What follows belongs to an exercise in optimizing a design on an open flow for small area and a short achievable clock period; a production flow would make more cautious choices. Where RTL was checked, it was by simulation tests only, not by an equivalence proof against the original. Power is estimated from default activity; no workload was simulated.

alpha:
## gb_apu
module gb_apu (
    input  logic        clk,
    input  logic        reset,
    input  logic [15:0] addr_i,
    input  logic [ 7:0] data_i,
    input  logic        wren,
    output logic [ 7:0] data_o,
    output logic [15:0] left,
    output logic [15:0] right
);
Size: about 2400 cells after synthesis, ~590 flip-flops, ~67 I/O pins, roughly 29000 um^2 of cells after synthesis.
clock: 11.0 ns
lec_check: 0
cap_margin: 20
core_margin: 2
core_utilization: 40
cts_cluster_diameter: 80
cts_cluster_size: 30
setup_slack_margin: 4.6
slew_margin: 20
run.sh (not shown) runs the stock make flow with config.mk's settings and CLKGATE_MAP_FILE= SYNTH_SCRIPT=/design/flow/synth_recipe.tcl, a recipe that flattens the netlist after the stock synthesis.
Here is what was changed in the inputs of beta compared with alpha.
Settings: swapping 40 for 60 in CORE_UTILIZATION; putting ABC_AREA at 1 where nothing was set; swapping 30 for 20 in CTS_CLUSTER_SIZE; swapping 4.6 for 4.5 in SETUP_SLACK_MARGIN.
==> flow/flow/run.sh (new file) <==
#!/bin/bash
cp standard.sh standard_sh_copy.txt
cp config.mk config_mk_copy.txt
export BUFFER_PORTS_ARGS="-buffer_cell sky130_fd_sc_hd__buf_2"
bash standard.sh > standard_flow.log 2>&1
==> flow/standard.sh (new file) <==
#!/bin/bash
# synth_recipe.tcl (not shown) runs the flow's synth.tcl, then flattens the netlist and writes it again
# the make line also repeats each setting of config.mk as NAME=value (left out here)
make -C /OpenROAD-flow-scripts/flow DESIGN_CONFIG=/design/flow/config.mk WORK_HOME=/design/flow/orfs CLKGATE_MAP_FILE= SYNTH_SCRIPT=/design/flow/synth_recipe.tcl "${@:-finish}"
removed: flow/run.sh
Notes after the runs:
- Summary — fraction of final layout cells sized beyond drive strength 1, beta relative to alpha: lower, by 8.2 points.
- | xor/xnor share of the synthesized area | lower: beta |
- When beta is measured against alpha, its worst-path maximum fanout turns out 40 higher.
- Per the comparison of beta with alpha, clock skew did not really move; summed instance area of the synthesized netlist now smaller; power dissipated in the clock network increased about 7%; final setup slack of the worst path went down by 0.078 ns.
For gamma, these inputs were changed with respect to beta:
Settings: ABC_AREA: 1 -> unset; SETUP_SLACK_MARGIN: 4.5 -> 5; CORE_UTILIZATION: 60 -> 40; CTS_CLUSTER_SIZE: 20 -> 30.
==> flow/flow/run.sh <==
#!/bin/bash
cp standard.sh standard_sh_copy.txt
cp config.mk config_mk_copy.txt
export BUFFER_PORTS_ARGS="-buffer_cell sky130_fd_sc_hd__buf_4"
bash standard.sh > standard_flow.log 2>&1
==> comparison <==
- In the tables for gamma and beta, shortest clock period the worst path allows after layout reads lower with gamma.
- gamma against beta: number of inverters outside the clock class in the layout dropped 234, cell area power density dropped 13 nW/um^2, upper clock frequency limit climbed 1.0%, critical path depth dropped 3.
- beta → gamma: routed wire length fell by 4.7%; maximum number of pins on one net before global-route repair rose by 16; die area rose by about 50%.
--- input diff gamma..delta ---
Settings: CTS_CLUSTER_SIZE now 20, was 30; SETUP_SLACK_MARGIN now 4.5, was 5; CORE_UTILIZATION now 75, was 40.
==> flow/flow/run.sh <==
#!/bin/bash
cp standard.sh standard_sh_copy.txt
cp config.mk config_mk_copy.txt
export BUFFER_PORTS_ARGS="-buffer_cell sky130_fd_sc_hd__buf_2"
bash standard.sh > standard_flow.log 2>&1
Findings:
- Status | gamma and delta | clean
- Taking gamma as the reference, in delta number of enable-type register cells in the synthesized netlist flat; reported sequential group power flat.
- Looking at first-pass GRT wire length, delta sits below gamma.
- What gamma reported for count of vias placed by the detailed router has to be multiplied by 1.06 to get the figure for delta.
- On worst voltage drop across the vdd grid, the higher figure sits with gamma, not delta.
- NOTE fmax gamma->delta increased slightly
- On final instance area: delta sits below gamma.
- Higher final clock skew was reported by gamma, not delta.
- delta ends up with a detail-routed via count per cell that is 1.3 higher than in gamma.
- Taking gamma as 1.0, delta lands at 0.931 on non-clock buffer count.
#### Input delta (epsilon over delta)
Settings: changing CORE_UTILIZATION from 75 to 40; changing CTS_CLUSTER_SIZE from 20 to 30; changing SETUP_SLACK_MARGIN from 4.5 to 5.
==> flow/run.sh (new file) <==
#!/bin/bash
# synth_recipe.tcl (not shown) runs the flow's synth.tcl, then flattens the netlist and writes it again
# the make line also repeats each setting of config.mk as NAME=value (left out here)
make -C /OpenROAD-flow-scripts/flow DESIGN_CONFIG=/design/flow/config.mk WORK_HOME=/design/flow/orfs CLKGATE_MAP_FILE= SYNTH_SCRIPT=/design/flow/synth_recipe.tcl finish
removed: flow/flow/run.sh
removed: flow/standard.sh
Compare delta and epsilon | path depth of the worst reg2reg path higher: delta
The global-route usage number comes out lower for epsilon vs delta.
epsilon: final area 6.3% above delta
Looking at die area, epsilon sits 86% higher than delta does.
No run among delta and epsilon stopped early or left any final violation; all are clean.
Summary of epsilon over delta: number of vias after detailed routing lost 676, worst setup slack picked up an extra 0.0076 ns, number of gates resized after cts picked up an extra 152.
No run of this note included a check of the RTL's function; only the layout flow was run.


Another version of the RTL of gb_apu (not shown whole).
Size in the first run: ~2300 cells after synthesis, about 67 I/O pins, roughly 0.029 sq mm of cells after synthesis.
## gb_apu
module gb_apu (
    input  logic        clk,
    input  logic        reset,
    input  logic [15:0] addr_i,
    input  logic [ 7:0] data_i,
    input  logic        wren,
    output logic [ 7:0] data_o,
    output logic [15:0] left,
    output logic [15:0] right
);
clock: 11.0 ns
lec_check: 0
cap_margin: 20
core_margin: 2
core_utilization: 60
cts_cluster_diameter: 80
cts_cluster_size: 30
setup_slack_margin: 4.6
slew_margin: 20
tns_end_percent: 20
standard.sh (not shown) runs the stock make flow with config.mk's settings and CLKGATE_MAP_FILE= SYNTH_SCRIPT=/design/flow/synth_recipe.tcl, a recipe that flattens the netlist after the stock synthesis.
==> flow/flow/run.sh <==
#!/bin/bash
cp standard.sh standard_sh_copy.txt
cp config.mk config_mk_copy.txt
export BUFFER_PORTS_ARGS="-buffer_cell sky130_fd_sc_hd__buf_2"
bash standard.sh > standard_flow.log 2>&1
Rerun with:
Settings changed: ABC_AREA set to 1, TNS_END_PERCENT 20 to unset.
The new run completed with no timing, DRC or antenna violations.
Routed wire length came out higher by 15%.
Power came out higher by 7.2%.
Count of clock-buffer cells in the layout came out higher by 5.
Cell count came out higher by 23%.
Rerun with:
Settings changed: ABC_AREA 1 to unset, CAP_MARGIN 20 to 0, SLEW_MARGIN 20 to 0.
Effect: The new run passed the timing, DRC and antenna checks. Sequential power fell by a few percent. Clock power is about the same. First-iteration DRC count goes down by a quarter to a third. Via count falls by about a fifth. Core utilization came out higher by 0.42 points. Synthesized cell count fell by about a fifth. Total power is lower by a few percent. Final area came out higher slightly.


Another version of the RTL of gb_apu (not shown whole).
Size in the first run: ~2400 cells after synthesis, roughly 0.029 mm² of cells after synthesis.
clock: 11.0 ns
lec_check: 0
cap_margin: 20
core_margin: 2
core_utilization: 70
cts_cluster_diameter: 80
cts_cluster_size: 30
place_density: 0.75
setup_slack_margin: 4.5
slew_margin: 20
Scripts as last shown in full above: flow/flow/run.sh
==> next run, changes <==
Settings changed: CORE_UTILIZATION 70 to 60, PLACE_DENSITY 0.75 to unset, SETUP_SLACK_MARGIN 4.5 to 4.3.
After rerunning:
- register-to-register slack got worse by 0.06 ns
- wire length falls slightly
- die area rises by about a fifth
- power rises slightly
- global-route usage falls by 5.3 points
- worst setup slack got worse by 0.21 ns
==> next run, changes <==
Settings changed: SETUP_SLACK_MARGIN 4.3 to 4.65.
Non-clock buffer count climbs by 46; worst setup slack improves by 0.28 ns; sequential share of layout area fell by 1.3 points; clock power came out higher by about 4%; core utilization is higher by 1.7 points; cell count came out higher by 1.6%; design area climbs by 2.6%.
No functional check of the RTL was part of any run of this note.


run 1:
gb_apu with an RTL version that a note above also has.
For scale: roughly 2300 cells after synthesis, ~590 flip-flops, ~67 I/O pins.
// gb_apu
module gb_apu (
    input  logic        clk,
    input  logic        reset,
    input  logic [15:0] addr_i,
    input  logic [ 7:0] data_i,
    input  logic        wren,
    output logic [ 7:0] data_o,
    output logic [15:0] left,
    output logic [15:0] right
);
    logic       hi_ok, in_lo, in_hi, in_regs, in_wave, is26;
    logic [4:0] ridx;
    assign hi_ok   = (addr_i[15:6] == 10'b1111111100);
    assign in_lo   = hi_ok & ~addr_i[5] & addr_i[4];
    assign in_hi   = hi_ok & addr_i[5] & ~addr_i[4];
    assign in_regs = in_lo | in_hi;
    assign in_wave = hi_ok & addr_i[5] & addr_i[4];
    assign ridx    = {~addr_i[4], addr_i[3:0]};
    assign is26    = (addr_i == 16'hFF26);
    logic [31:0][7:0] regs, regs_n;
    logic             se;
    assign se = regs[22][7];
    logic       clr;
    logic [7:0] dcol;
    assign clr  = reset | (wren & is26 & ~data_i[7]);
    assign dcol = data_i & {8{~clr}};
    logic [31:0] wsel;
    integer i;
    always_comb begin
        for (i = 0; i < 32; i = i + 1) begin
            if (i == 22) wsel[i] = wren & is26 & (se | data_i[7]);
            else wsel[i] = wren & se & (addr_i == 16'hFF10 + i[15:0]);
        end
        for (i = 0; i < 32; i = i + 1) begin
  ...
Settings: LEC_CHECK=0, CAP_MARGIN=20, CORE_MARGIN=2, CORE_UTILIZATION=60, CTS_CLUSTER_DIAMETER=80, CTS_CLUSTER_SIZE=30, GPL_TIMING_DRIVEN=0, SETUP_SLACK_MARGIN=4.6, SLEW_MARGIN=20; clock period 11.0 ns.
Scripts as last shown in full above: flow/flow/run.sh
Relative to run 1, the following input files were edited for run 2:
# run 1
export LEC_CHECK = 0
export CAP_MARGIN = 20
export CORE_MARGIN = 2
export CORE_UTILIZATION = 60
export CTS_CLUSTER_DIAMETER = 80
export CTS_CLUSTER_SIZE = 30
export GPL_TIMING_DRIVEN = 0
export SETUP_SLACK_MARGIN = 4.6
export SLEW_MARGIN = 20
create_clock -name core_clock -period 11.0 [get_ports {clk}]
# run 2
export LEC_CHECK = 0
export CAP_MARGIN = 20
export CORE_MARGIN = 2
export CORE_UTILIZATION = 60
export CTS_CLUSTER_DIAMETER = 80
export CTS_CLUSTER_SIZE = 30
export SETUP_SLACK_MARGIN = 4.6
export SLEW_MARGIN = 20
create_clock -name core_clock -period 11.0 [get_ports {clk}]
HPWL after detailed placement: run 2 and run 1 compared, higher one is run 1. In the metrics for run 2 and run 1, the one carrying the higher area of all placed cells without fillers is run 1. Diff run 1 -> run 2: count of placed standard cells in the final layout, fillers left out moved down; cell leakage power decreased about 3%; area taken by flip-flops and latches held. Total count of hold-check failures in the final report essentially unchanged between run 1 and run 2. Total power of run 2 is lower than that of run 1. Run 2 vs. run 1: remaining max-slew budget at the tightest pin went up by 9.4 points. Average routed wire per standard cell ended up 3.2% lower on run 2 than on run 1.
Input changes introduced in run 3 (baseline for comparison: run 2):
# run 2
export LEC_CHECK = 0
export CAP_MARGIN = 20
export CORE_MARGIN = 2
export CORE_UTILIZATION = 60
export CTS_CLUSTER_DIAMETER = 80
export CTS_CLUSTER_SIZE = 30
export SETUP_SLACK_MARGIN = 4.6
export SLEW_MARGIN = 20
create_clock -name core_clock -period 11.0 [get_ports {clk}]
# run 3
export LEC_CHECK = 0
export CAP_MARGIN = 20
export CORE_MARGIN = 2
export CORE_UTILIZATION = 50
export CTS_CLUSTER_DIAMETER = 80
export CTS_CLUSTER_SIZE = 30
export SETUP_SLACK_MARGIN = 4.6
export SLEW_MARGIN = 20
create_clock -name core_clock -period 11.0 [get_ports {clk}]
Notes after the runs:
On maximum ir drop on the vdd rail, run 3 does better than run 2.
Going from run 2 to run 3, via count shrank by about 1.1%; routed wire length -520 um; clock-pin slew of the registers on the worst-case setup and hold paths held steady; total power held steady; critical path's largest stage delay saw little to no change.
On worst hold slack: run 3 sits above run 2.
Changes observed in run 3 relative to run 2: portion of total power attributed to combinational logic comparable, sequential fraction of design power comparable, area of the die now larger, utilization now smaller.
## Diff of input files: run 4 against run 3
# run 3
export LEC_CHECK = 0
export CAP_MARGIN = 20
export CORE_MARGIN = 2
export CORE_UTILIZATION = 50
export CTS_CLUSTER_DIAMETER = 80
export CTS_CLUSTER_SIZE = 30
export SETUP_SLACK_MARGIN = 4.6
export SLEW_MARGIN = 20
create_clock -name core_clock -period 11.0 [get_ports {clk}]
# run 4
export LEC_CHECK = 0
export CAP_MARGIN = 20
export CORE_MARGIN = 2
export CORE_UTILIZATION = 65
export CTS_CLUSTER_DIAMETER = 80
export CTS_CLUSTER_SIZE = 25
export GPL_ROUTABILITY_DRIVEN = 0
export SETUP_SLACK_MARGIN = 4.62
export SLEW_MARGIN = 20
create_clock -name core_clock -period 11.0 [get_ports {clk}]
Results
Comparing run 4 against run 3, there is no change at all in post-synth design cell area.
Routed wire in run 4 totals more than in run 3.
The count of plain and timing-repair buffers number comes out lower for run 3 vs run 4.
Sort run 4 and run 3 by vias per cell, descending, and run 4 comes first.
Delta(final-layout fill cell count, run 4 - run 3) < 0
Between run 4 and run 3, the transition time of the tightest slew-check pin is lower for run 3.
[compare] base=run 3 new=run 4: met2 layer usage reported by global route grew by 14 points; peak ir drop on the vdd network went up; internal power consumption went up by 0.11 mW; endpoint arrival time on the critical path closely matched the old numbers.


== oak ==
RTL: one of the versions met above, not the one the previous note started from.
Size in the first run: roughly 590 flip-flops, roughly 67 I/O pins, ~0.029 sq mm of cells after synthesis.
==> flow/config.mk <==
export PLATFORM = sky130hd
export DESIGN_NAME = gb_apu
export DESIGN_NICKNAME = gb_apu
export VERILOG_FILES = /design/flow/design.v
export SDC_FILE = /design/flow/constraint.sdc
export NUM_CORES = 4
export LEC_CHECK = 0
export CAP_MARGIN = 20
export CORE_MARGIN = 2
export CORE_UTILIZATION = 40
export CTS_CLUSTER_DIAMETER = 80
export CTS_CLUSTER_SIZE = 20
export SETUP_SLACK_MARGIN = 4.6
export SLEW_MARGIN = 20
==> flow/constraint.sdc <==
create_clock -name core_clock -period 11.0 [get_ports {clk}]
set_input_delay 2.2000 -clock core_clock [delete_from_list [all_inputs] [get_ports {clk}]]
set_output_delay 2.2000 -clock core_clock [all_outputs]
set_load 0.01 [all_outputs]
Scripts as last shown in full above: flow/flow/run.sh
Having completed the whole flow, oak delivered a layout that passed the timing, DRC and antenna checks.
Relative to oak, the following input files were edited for pine:
Settings: removing CTS_CLUSTER_DIAMETER (formerly 80); removing CTS_CLUSTER_SIZE (formerly 20); changing SETUP_SLACK_MARGIN from 4.6 to 5.
==> flow/run.sh (new file) <==
#!/bin/bash
# synth_recipe.tcl (not shown) runs the flow's synth.tcl, then flattens the netlist and writes it again
# the make line also repeats each setting of config.mk as NAME=value (left out here)
make -C /OpenROAD-flow-scripts/flow DESIGN_CONFIG=/design/flow/config.mk WORK_HOME=/design/flow/orfs CLKGATE_MAP_FILE= SYNTH_SCRIPT=/design/flow/synth_recipe.tcl finish
removed: flow/flow/run.sh
removed: flow/standard.sh
## What came out
- pine against oak: sequential fraction of total cell area lost 2.3 points; worst hold slack lost 9.4 ps; global-route usage picked up an extra 0.65 points; worst path setup slack after routing picked up an extra 18 ps; wire length of the first global-routing pass picked up an extra 2.3%.
- pine: no failed stages, no open violations at the end
- When the final numbers for pine and oak were put side by side, the routed wire length turned out to be greater in pine.
- oak → pine: final core utilization climbed 2.3 points; power +about 15%; total non-filler cell area in the finished layout went up 4.9%; transition time at the pin with the least slew margin moved down.
No functional check of the RTL was part of any run of this note.

port drivers added, routing unchanged:
The flow's constraints put no driver on any port. The routed layouts listed below were extracted and timed again, unchanged, in two steps. Step 1: set_driving_cell puts a clkbuf_16 on clk and a buf_2 on each other input, an assumption about the parent block. Step 2, shift: input delay + t, output delay - t, t = (earliest + latest rising clock arrival at the registers) / 2. This alone moves slack from input paths to output paths. a / b / c = no drivers / after step 1 / after step 2; a / b = the first two.
run | shift t [ns] | setup slack, ns | worst hold slack (ns) | worst slew at a driven data input, ns
alpha | 0.704 | 4.434 / 4.250 / 3.795 | 0.407 / 0.407 / 0.407 | 0.24
beta | 0.645 | 4.356 / 4.314 / 4.124 | 0.395 / 0.395 / 0.395 | 0.08
gamma | 0.701 | 4.424 / 4.275 / 3.938 | 0.400 / 0.400 / 0.400 | 0.23
delta | 0.633 | 4.460 / 4.225 / 3.852 | 0.401 / 0.401 / 0.401 | 0.24
epsilon | 0.644 | 4.468 / 4.227 / 3.968 | 0.402 / 0.402 / 0.402 | 0.34
the first run of note 2 | 0.683 | 4.601 / 4.359 / 4.009 | 0.397 / 0.397 / 0.397 | 0.25
the second run of note 2 | 0.649 | 4.560 / 4.482 / 4.096 | 0.398 / 0.398 / 0.398 | 0.09
the third run of note 2 | 0.641 | 4.594 / 4.267 / 4.133 | 0.407 / 0.407 / 0.407 | 0.34
the first run of note 3 | 0.668 | 4.530 / 4.357 / 3.950 | 0.406 / 0.406 / 0.406 | 0.25
the second run of note 3 | 0.668 | 4.318 / 4.227 / 3.830 | 0.403 / 0.403 / 0.403 | 0.17
the third run of note 3 | 0.673 | 4.595 / 4.382 / 4.123 | 0.401 / 0.401 / 0.401 | 0.23
run 1 | 0.690 | 4.359 / 4.252 / 4.079 | 0.404 / 0.404 / 0.404 | 0.12
run 2 | 0.683 | 4.628 / 4.388 / 4.013 | 0.393 / 0.393 / 0.393 | 0.25
run 3 | 0.680 | 4.582 / 4.331 / 4.036 | 0.403 / 0.403 / 0.403 | 0.26
run 4 | 0.630 | 4.586 / 4.246 / 4.087 | 0.403 / 0.403 / 0.403 | 0.38
oak | 0.660 | 4.468 / 4.236 / 3.974 | 0.401 / 0.401 / 0.401 | 0.31
pine | 0.675 | 4.486 / 4.170 / 3.864 | 0.392 / 0.392 / 0.392 | 0.39
After both steps setup and hold are still met in every run listed. For alpha, which loses most, drivers alone change the setup slack by -0.184 ns; drivers and shift together by -0.639 ns.
